Context: an optimization exercise on an open-source flow, tuned for small area. The choices shown serve that exercise and are no tape-out recipe.

==> flow/design.v <==
module cfg_test_top(
    input             clk ,
    input             rstn ,
    input      [31:0] addr ,
    input      [31:0] wdata ,
    output reg [31:0] rdata ,
    output            rdata_vld ,
    input             wr ,
    input             rd
);
wire [5:0] a = addr[5:0];
function [31:0] inc32(input [31:0] q, input ci);
    integer i;
    reg     c;
    begin
        c = ci;
        for (i = 0; i < 32; i = i + 1) begin
            inc32[i] = q[i] ^ c;
            c        = c & q[i];
        end
    end
endfunction
function [31:0] inc32b(input [31:0] q, input ci);
    integer i, k;
    reg     c, bc;
    begin
        bc = ci;
        for (k = 0; k < 8; k = k + 1) begin
            c = bc;
            for (i = 4 * k; i < 4 * k + 4; i = i + 1) begin
                inc32b[i] = q[i] ^ c;
                c         = c & q[i];
            end
            bc = bc & (&q[4 * k +: 4]);
        end
    end
endfunction
reg        rd_count_mode;
reg        sample_mode;
reg [31:0] r02, r03, r04, r10, r11, r12, r13, r14;
always @(posedge clk) begin
    if (!rstn) begin
        rd_count_mode <= 1'b0;
        sample_mode   <= 1'b0;
        r02 <= 32'd0;
        r03 <= 32'd0;
        r04 <= 32'd0;
        r10 <= 32'd0;
        r11 <= 32'd0;
        r12 <= 32'd0;
        r13 <= 32'd0;
        r14 <= 32'd0;
    end else if (wr) begin
        case (a)
            6'h00: rd_count_mode <= wdata[0];
            6'h01: sample_mode   <= wdata[0];
            6'h02: r02 <= wdata;
            6'h03: r03 <= wdata;
            6'h04: r04 <= wdata;
            6'h10: r10 <= wdata;
            6'h11: r11 <= wdata;
            6'h12: r12 <= wdata;
            6'h13: r13 <= wdata;
            6'h14: r14 <= wdata;
            default: ;
        endcase
    end
end
reg        rst_d;
always @(posedge clk)
    rst_d <= ~rstn;
reg  [18:0] up;
reg         s_prev;
wire        s = |up[18:7] | (up[6:5] == 2'b11 & |up[4:2]);    
always @(posedge clk) begin
    up     <= rstn ? inc32b({13'd0, up}, 1'b1) : 19'd0;
    s_prev <= s;
end
wire e = s & ~s_prev;
reg  [31:0] acc;
wire        is23 = (a == 6'h23);
wire [31:0] acc_inc = inc32b(acc, sample_mode ? s : e);
always @(posedge clk) begin
    if (!rstn)
        acc <= 32'd0;
    else if (wr && is23)
        acc <= wdata;
    else if (rd && is23 && !rd_count_mode)
        acc <= 32'd0;
    else
        acc <= acc_inc;
end
reg  [5:0] ar;
reg  [31:0] x;
wire [31:0] p1 = (ar == 6'h02) ? x : r02;
always @(posedge clk)
    x <= inc32b(a[0] ? acc : (a[5] ? p1 : r02), a[0] ? (sample_mode & s) : a[5]);
reg        v1, v2;
always @(posedge clk) begin
    ar <= {a[5:1], a[0] | (rst_d & a[5] & ~a[1])};
    v1 <= rd;
    v2 <= v1;
end
assign rdata_vld = v2;
always @(posedge clk) begin
    case (ar)
        6'h00: rdata <= {31'd0, rd_count_mode};
        6'h01: rdata <= {31'd0, sample_mode};
        6'h02: rdata <= r02;
        6'h03: rdata <= r03;
        6'h04: rdata <= r04;
        6'h10: rdata <= r10;
        6'h11: rdata <= r11;
        6'h12: rdata <= r12;
        6'h13: rdata <= r13;
        6'h14: rdata <= r14;
        6'h20: rdata <= x;
        6'h21: rdata <= 32'h1;
        6'h22: rdata <= 32'h0;
        6'h23: rdata <= x;
        default: rdata <= 32'hF0F0F0F0;
    endcase
end
endmodule
==> flow/config.mk <==
export PLATFORM = sky130hd
export DESIGN_NAME = cfg_test_top
export DESIGN_NICKNAME = cfg_test_top
export VERILOG_FILES = /design/flow/design.v
export SDC_FILE = /design/flow/constraint.sdc
export NUM_CORES = 4
export LEC_CHECK = 0
export CAP_MARGIN = 0
export CORE_MARGIN = 2
export CORE_UTILIZATION = 70
export CTS_BUF_LIST = sky130_fd_sc_hd__clkbuf_8
export CTS_CLUSTER_DIAMETER = 100
export CTS_CLUSTER_SIZE = 16
export SLEW_MARGIN = 0
==> flow/constraint.sdc <==
create_clock -name core_clock -period 5.0 [get_ports {clk}]
set_input_delay 1.0000 -clock core_clock [delete_from_list [all_inputs] [get_ports {clk}]]
set_output_delay 1.0000 -clock core_clock [all_outputs]
set_load 0.01 [all_outputs]
standard.sh (not shown) runs the stock make flow with config.mk's settings and CLKGATE_MAP_FILE= SYNTH_SCRIPT=/design/flow/synth_recipe.tcl, a recipe that flattens the netlist after the stock synthesis.
==> flow/flow/run.sh <==
#!/bin/bash
set -euo pipefail
work=$(pwd)
rm -rf "$work/scripts"
mkdir -p "$work/scripts"
cp -r "$FLOW_HOME/scripts/." "$work/scripts/"
cp "$work/flow/abc.script" "$work/scripts/abc_speed.script"
export SCRIPTS_DIR="$work/scripts"
export BUFFER_PORTS_ARGS="-buffer_cell sky130_fd_sc_hd__buf_1"
bash standard.sh > "$work/orfs_make.log" 2>&1
==> flow/flow/abc.script <==
&get -n
&st
&syn4
&dch
&nf -a -R 1000
&put
Change:
--- a/flow/design.v
+++ b/flow/design.v
@@ -73,13 +73,13 @@
 reg         s_prev;
 wire        s = |up[18:7] | (up[6:5] == 2'b11 & |up[4:2]);    
 always @(posedge clk) begin
-    up     <= rstn ? inc32b({13'd0, up}, 1'b1) : 19'd0;
+    up     <= rstn ? inc32({13'd0, up}, 1'b1) : 19'd0;
     s_prev <= s;
 end
 wire e = s & ~s_prev;
 reg  [31:0] acc;
 wire        is23 = (a == 6'h23);
-wire [31:0] acc_inc = inc32b(acc, sample_mode ? s : e);
+wire [31:0] acc_inc = inc32(acc, sample_mode ? s : e);
 always @(posedge clk) begin
     if (!rstn)
         acc <= 32'd0;
This time the run completed, yet does not pass: setup timing.
Hold slack is worse by 23 ps.
Final cell count came out lower by 0.64%.
Synthesized cell count goes down by 2.0%.
Die area decreases by 0.61%.
Setup slack got worse by 1700 ps.
Synthesized area fell by 0.63%.
Critical path depth rises by 16.
Wire length grows by 3.1%.
Function was not checked in any run of this note: the RTL went through the layout flow alone.

==> static timing again, ports no longer ideal <==
The flow's constraints put no driver on any port. The routed layouts listed below were extracted and timed again, unchanged, in two steps.
Step 1, drivers: a clkbuf_16 drives clk and a buf_2 each remaining input, both assumed.
Step 2 also shifts input and output timing later by t, the mid clock arrival at the registers, as if the neighbouring blocks saw the same clock.
Slacks: ideal / step 1 / step 2; pairs: ideal / step 1.
| run | t (ns) | slack for setup (ns) | latest minus earliest clock arrival (ns) |
|---|---|---|---|
| the first run | 0.647 | 0.395 / 0.395 / 0.207 | 0.015 / 0.015 |
| the second run | 0.657 | -1.272 / -1.272 / -1.272 | 0.019 / 0.019 |
For the first run, which loses most, drivers alone change the setup slack by 0.000 ns; drivers and shift together by -0.188 ns.
